Background: an optimization exercise with open tools, aiming at small area. Do not read the settings as production practice.
Only simulation tests tie the RTL to the original design; equivalence was not proved.
No driver is modelled on the clock port, so clocking that relies on it looks cheaper here than on a real chip.

## cube_top
module cube_top( 
	input clk, 
	input rst,
	input [7:0] sw, 
	input btn_reset, 
	input btn_ccw, 
	input btn_cw,
	input btn_hrot, 
	input btn_vrot,
	output [7:0] seg, 
	output [3:0] an,
	output hsync,			 
	output vsync,			 
	output [2:0] red,		 
	output [2:0] green,	 
	output [1:0] blue		 
    );
	wire segtick;
	wire randclk;
	wire [1:0] digit;	 
	wire cw_press, ccw_press, hrot_press, vrot_press;
	wire [1:0] state;	 
	wire [15:0] bcd;	 
	wire [3:0] rand_num;	 
	clk_divider clk_divider(.clk(clk), .rst(rst), .segtick(segtick), .randclk(randclk), .hi(digit));
	seg_display seg_display(.clk(clk), .rst(rst), .segtick(segtick), .digit(digit), .state(state),
		.bcd(bcd), .seg(seg), .an(an));
	debouncing d1(.clk(clk), .rst(rst), .btn(btn_cw), .press(cw_press));
	debouncing d2(.clk(clk), .rst(rst), .btn(btn_ccw), .press(ccw_press));
	debouncing d3(.clk(clk), .rst(rst), .btn(btn_hrot), .press(hrot_press));
	debouncing d4(.clk(clk), .rst(rst), .btn(btn_vrot), .press(vrot_press));
	lfsr lfsr(.clk(clk), .rst(rst), .out(rand_num));
	logic_and_vga logic_and_vga(
		.clk(clk), .rst(rst), .randclk(randclk), .sw(sw), .btn_reset(btn_reset),
		.cw_press(cw_press), .ccw_press(ccw_press),
		.hrot_press(hrot_press), .vrot_press(vrot_press),
		.rand_num(rand_num), .state(state), .bcd(bcd),
		.hsync(hsync), .vsync(vsync), .red(red), .green(green), .blue(blue));
endmodule
==> flow/config.mk <==
export PLATFORM = sky130hd
export DESIGN_NAME = cube_top
export DESIGN_NICKNAME = cube_top
export VERILOG_FILES = /design/flow/design.v
export SDC_FILE = /design/flow/constraint.sdc
export NUM_CORES = 8
export LEC_CHECK = 0
export CAP_MARGIN = 20
export CORE_MARGIN = 2
export CORE_UTILIZATION = 25
export SLEW_MARGIN = 20
==> flow/constraint.sdc <==
create_clock -name core_clock -period 12.0 [get_ports {clk}]
set_input_delay 2.4000 -clock core_clock [delete_from_list [all_inputs] [get_ports {clk}]]
set_output_delay 2.4000 -clock core_clock [all_outputs]
set_load 0.01 [all_outputs]
standard.sh (not shown) runs the stock make flow with config.mk's settings and CLKGATE_MAP_FILE= SYNTH_SCRIPT=/design/flow/synth_recipe.tcl, a recipe that flattens the netlist after the stock synthesis.
==> flow/flow/run.sh <==
#!/bin/bash
# Own layout flow: the standard flow (standard.sh) with these changes.
# 1. Synthesis: the standard synthesis script (synth_recipe.tcl, run through
#    standard.sh), with only its ABC technology-mapping call changed: an
#    area-oriented ABC script (flow/abc_*.abc) instead of ORFS's speed script,
#    and a delay target of 12000 ps (the clock period) instead of 12. Each
#    script is tried; a netlist is only used if its flip-flops (instance names
#    and cells) are exactly the standard synthesis's. The (up to) four
#    smallest such netlists are each placed (standard floorplan and placement)
#    and the one with the smallest placed cell area is laid out.
# 2. Port buffers are sky130_fd_sc_hd__buf_1 (the standard flow's
#    buffer_ports picks a larger delay buffer); every port still gets one.
# 3. Clock tree synthesis without dummy loads, tried with each setting in
#    flow/cts_configs.txt; the tree with the smallest cell area whose largest
#    flip-flop clock-pin slew (placement estimate) is at most 95 ps is kept
#    (the first setting if none is).
# Each tool's output goes to a log file in this folder.
set -euo pipefail
W=$(pwd)
PLAT=${FLOW_PLATFORM:-sky130hd}
R=$W/orfs/results/$PLAT/cube_top/base
REP=$W/orfs/reports/$PLAT/cube_top/base
FH=${FLOW_HOME:-/OpenROAD-flow-scripts/flow}
LIB=$FH/platforms/sky130hd/lib/sky130_fd_sc_hd__tt_025C_1v80.lib
PORTS="BUFFER_PORTS_ARGS=-buffer_cell sky130_fd_sc_hd__buf_1"

flops() { grep -E '^\s*sky130_fd_sc_hd__(df|ed|sdf|dl)[a-z0-9_]* ' "$1" | awk '{print $1, $2}' | sort; }
area() { grep -m1 'Chip area for module' "$1" | awk '{print $NF}'; }

# 1. the standard synthesis, then the synthesis with each ABC script
bash standard.sh synth > $W/log_1_synth_standard.txt 2>&1
cp $R/1_2_yosys.v $W/synth_standard.v
cp $REP/synth_stat.txt $W/synth_standard_stat.txt
flops $W/synth_standard.v > $W/flops_standard.txt
echo "standard $(area $W/synth_standard_stat.txt)" > $W/synth_areas.txt
echo "standard $(area $W/synth_standard_stat.txt)" > $W/synth_ok.txt
mkdir -p $W/res_synth; cp -p $R/* $W/res_synth/
for abc in $W/flow/abc_*.abc; do
  n=$(basename $abc .abc)
  {
    echo 'proc abc {args} {'
    echo '  set i [lsearch -exact $args -script]'
    echo "  if {\$i >= 0} { set args [lreplace \$args [expr {\$i + 1}] [expr {\$i + 1}] $abc] }"
    echo '  set i [lsearch -exact $args -D]'
    echo '  if {$i >= 0} { set args [lreplace $args [expr {$i + 1}] [expr {$i + 1}] 12000] }'
    echo '  yosys abc {*}$args'
    echo '}'
    cat $W/synth_recipe.tcl
  } > $W/synth_$n.tcl
  rm -f $R/1_2_yosys.v $R/1_synth.odb $R/1_synth.sdc
  if bash standard.sh "SYNTH_SCRIPT=$W/synth_$n.tcl" $R/1_2_yosys.v > $W/log_1_synth_$n.txt 2>&1; then
    cp $R/1_2_yosys.v $W/synth_$n.v
    cp $REP/synth_stat.txt $W/synth_${n}_stat.txt
    a=$(area $W/synth_${n}_stat.txt)
    if flops $W/synth_$n.v | cmp -s - $W/flops_standard.txt; then
      echo "$n $a" >> $W/synth_areas.txt
      echo "$n $a" >> $W/synth_ok.txt
    else
      echo "$n $a flip-flops differ, not used" >> $W/synth_areas.txt
    fi
  else
    echo "$n failed" >> $W/synth_areas.txt
  fi
done
# 2. floorplan and placement (standard, smaller port buffers) of the four
#    smallest netlists; keep the smallest placed design
sort -k2 -g $W/synth_ok.txt | head -4 | awk '{print $1}' > $W/place_candidates.txt
pbest=""; pbest_area=""
while IFS= read -r n; do
  rm -rf $R; mkdir -p $R
  cp -p $W/res_synth/* $R/
  rm -f $R/1_2_yosys.v $R/1_synth.odb $R/1_synth.sdc
  cp $W/synth_$n.v $R/1_2_yosys.v
  if bash standard.sh "$PORTS" place > $W/log_3_place_$n.txt 2>&1; then
    EVAL_ODB=$R/3_place.odb openroad -no_init -exit $W/flow/place_eval.tcl > $W/log_3_place_eval_$n.txt 2>&1 || true
    a=$(grep "^EVAL" $W/log_3_place_eval_$n.txt | awk '{print $3}' || true)
    echo "$n $a" >> $W/place_areas.txt
    if [ -n "$a" ]; then
      rm -rf $W/res_$n; cp -rp $R $W/res_$n
      if [ -z "$pbest_area" ] || awk -v a="$a" -v b="$pbest_area" 'BEGIN { exit !(a < b) }'; then pbest=$n; pbest_area=$a; fi
    fi
  else
    echo "$n failed" >> $W/place_areas.txt
  fi
done < $W/place_candidates.txt
test -n "$pbest"
echo "chosen $pbest $pbest_area" >> $W/place_areas.txt
rm -rf $R; cp -rp $W/res_$pbest $R
cp $W/synth_${pbest}_stat.txt $REP/synth_stat.txt

# 3. clock tree synthesis with each setting
i=0; cbest=""; cbest_area=""
while IFS= read -r cfg; do
  [ -n "$cfg" ] || continue
  i=$((i+1))
  rm -f $R/4_1_cts.odb $R/4_cts.odb $R/4_cts.sdc
  if bash standard.sh "$PORTS" "CTS_ARGS=$cfg" cts > $W/log_4_cts_$i.txt 2>&1; then
    mkdir -p $W/cts_$i
    cp -p $R/4_1_cts.odb $R/4_cts.odb $R/4_cts.sdc $W/cts_$i/
    EVAL_ODB=$R/4_cts.odb EVAL_SDC=$R/4_cts.sdc EVAL_LIB=$LIB EVAL_RC=$FH/platforms/sky130hd/setRC.tcl \
      openroad -no_init -exit $W/flow/cts_eval.tcl > $W/log_4_cts_eval_$i.txt 2>&1 || true
    e=$(grep "^EVAL" $W/log_4_cts_eval_$i.txt || true)
    a=$(echo "$e" | awk '{print $3}'); s=$(echo "$e" | awk '{print $5}')
    echo "$i area $a slew_ps $s : $cfg" >> $W/cts_choice.txt
    if [ -n "$a" ] && [ -n "$s" ] && awk -v s="$s" 'BEGIN { exit !(s <= 95) }'; then
      if [ -z "$cbest_area" ] || awk -v a="$a" -v b="$cbest_area" 'BEGIN { exit !(a < b) }'; then
        cbest=$i; cbest_area=$a
      fi
    fi
  else
    echo "$i failed : $cfg" >> $W/cts_choice.txt
  fi
done < $W/flow/cts_configs.txt
[ -n "$cbest" ] || cbest=1
echo "chosen $cbest" >> $W/cts_choice.txt
cfg=$(grep -v '^$' $W/flow/cts_configs.txt | sed -n "${cbest}p")
cp -p $W/cts_$cbest/4_1_cts.odb $W/cts_$cbest/4_cts.odb $W/cts_$cbest/4_cts.sdc $R/

# 4. the rest of the standard flow
bash standard.sh "$PORTS" "CTS_ARGS=$cfg" finish > $W/log_5_finish.txt 2>&1
test -f $W/out/final.def
Other scripts of this flow, unchanged in this note and not shown: flow/flow/abc.constr, flow/flow/abc_1.abc, flow/flow/abc_2.abc, flow/flow/abc_3.abc, flow/flow/abc_4.abc, flow/flow/abc_5.abc, flow/flow/abc_6.abc, flow/flow/abc_7.abc, flow/flow/abc_8.abc, flow/flow/abc_9.abc, flow/flow/cts_configs.txt, flow/flow/cts_eval.tcl, flow/flow/place_eval.tcl
Then changed:
--- a/flow/design.v
+++ b/flow/design.v
@@ -31,26 +31,26 @@
     );
 	reg started;			 
 	wire [1:0] cur = digit - 2'd1;	 
 	reg [3:0] num;
 	reg [7:0] nxt;
 	function [7:0] seg_val;
 		input [3:0] n;
 		case (n)
-			4'b0000: seg_val = 8'b11000000;	 
-			4'b0001: seg_val = 8'b11111001;	 
-			4'b0011: seg_val = 8'b10100100;	 
-			4'b0110: seg_val = 8'b10110000;	 
-			4'b1101: seg_val = 8'b10011001;	 
-			4'b1011: seg_val = 8'b10010010;	 
-			4'b0111: seg_val = 8'b10000010;	 
-			4'b1110: seg_val = 8'b11111000;	 
-			4'b1100: seg_val = 8'b10000000;	 
-			default: seg_val = 8'b10010000;	 
+			0: seg_val = 8'b11000000;
+			1: seg_val = 8'b11111001;
+			2: seg_val = 8'b10100100;
+			3: seg_val = 8'b10110000;
+			4: seg_val = 8'b10011001;
+			5: seg_val = 8'b10010010;
+			6: seg_val = 8'b10000010;
+			7: seg_val = 8'b11111000;
+			8: seg_val = 8'b10000000;
+			default: seg_val = 8'b10010000;
 		endcase
 	endfunction
 	always @* begin
 		case (digit)
 			2'd0: num = bcd[15:12];
 			2'd1: num = bcd[11:8];
 			2'd2: num = bcd[7:4];
 			default: num = bcd[3:0];
@@ -190,34 +190,26 @@
 	reg [1:0] st_q;
 	always @* state = (st_q == 2 && solved) ? 2'd3 : st_q;
 	always @(posedge clk)
 		if (clr) st_q <= 0;
 		else if (scramble) st_q <= 1;
 		else if (turn && state == 1) st_q <= 2;
 		else st_q <= state;
 	wire counted = ~clr & ~scramble & turn & onehot;
-	function [3:0] dnext;
-		input [3:0] x;
-		dnext = {x[2:0], x[3] ? x[0] : ~(x[1] & x[0])};
-	endfunction
-	function is9;
-		input [3:0] x;
-		is9 = x[3] & ~x[2] & ~x[1];
-	endfunction
 	wire [3:0] d0 = bcd[3:0], d1 = bcd[7:4], d2 = bcd[11:8], d3 = bcd[15:12];
-	wire c0 = is9(d0), c1 = c0 & is9(d1), c2 = c1 & is9(d2);
-	wire wrap = (bcd == 16'b1100_0001_1000_0001);	 
+	wire wrap = (bcd == 16'h8191);
+	wire c0 = (d0 == 9), c1 = c0 & (d1 == 9), c2 = c1 & (d2 == 9);
 	always @(posedge clk) begin
 		if (clr | scramble | (counted & wrap)) bcd <= 0;
 		else if (counted) begin
-			bcd[3:0] <= dnext(d0);
-			if (c0) bcd[7:4] <= dnext(d1);
-			if (c1) bcd[11:8] <= dnext(d2);
-			if (c2) bcd[15:12] <= dnext(d3);
+			bcd[3:0] <= c0 ? 4'd0 : d0 + 1;
+			bcd[7:4] <= c0 ? (c1 ? 4'd0 : d1 + 1) : d1;
+			bcd[11:8] <= c1 ? (c2 ? 4'd0 : d2 + 1) : d2;
+			bcd[15:12] <= c2 ? d3 + 1 : d3;
 		end
 	end
 	wire [2:0] hcell = {hw >= 70 && hw < 100, hw >= 35 && hw < 65, hw < 30};
 	wire [2:0] vcell = {vw >= 70 && vw < 100, vw >= 35 && vw < 65, vw < 30};
 	wire [5:0] lcol;
 	assign lcol[0] = hg == 5 && hw >= 60 && hw < 70;
 	assign lcol[1] = hg == 5 && hw >= 80 && hw < 90;
 	assign lcol[2] = hg == 5 && hw >= 100 && hw < 110;
After rerunning: The new run completed without violations; sequential share of layout area decreases by 0.31 points; critical path depth increases by 1; non-clock buffer count increases by 6; wire length increases by 0.61%; worst hold slack gains 7.8 ps.

## what the ideal ports hide
The flow's constraints put no driver on any port. The routed layouts listed below were extracted and timed again, unchanged, in two steps.
Step 1 (the two cells are an assumption about what drives the block):
set clk [get_ports {clk}]
set_driving_cell -lib_cell sky130_fd_sc_hd__clkbuf_16 $clk
set_driving_cell -lib_cell sky130_fd_sc_hd__buf_2 [delete_from_list [all_inputs] $clk]
Step 2 adds t to the input delays and takes it off the output delays; t is the mean of the earliest and latest rising clock arrival at the registers after step 1. Input paths then give back, and output paths get back, about the clock's delay inside the block.
Slacks: ideal / step 1 / step 2; pairs: ideal / step 1.
run | t, ns | setup WS [ns] | cell pins on the clock port's net
the first run | 0.613 | 4.605 / 4.605 / 4.193 | 1
the second run | 0.749 | 4.288 / 4.288 / 4.070 | 1
After both steps setup and hold are still met in every run listed. The setup slack of the first run, which loses most, moves by 0.000 ns with the drivers and by -0.412 ns with both steps.
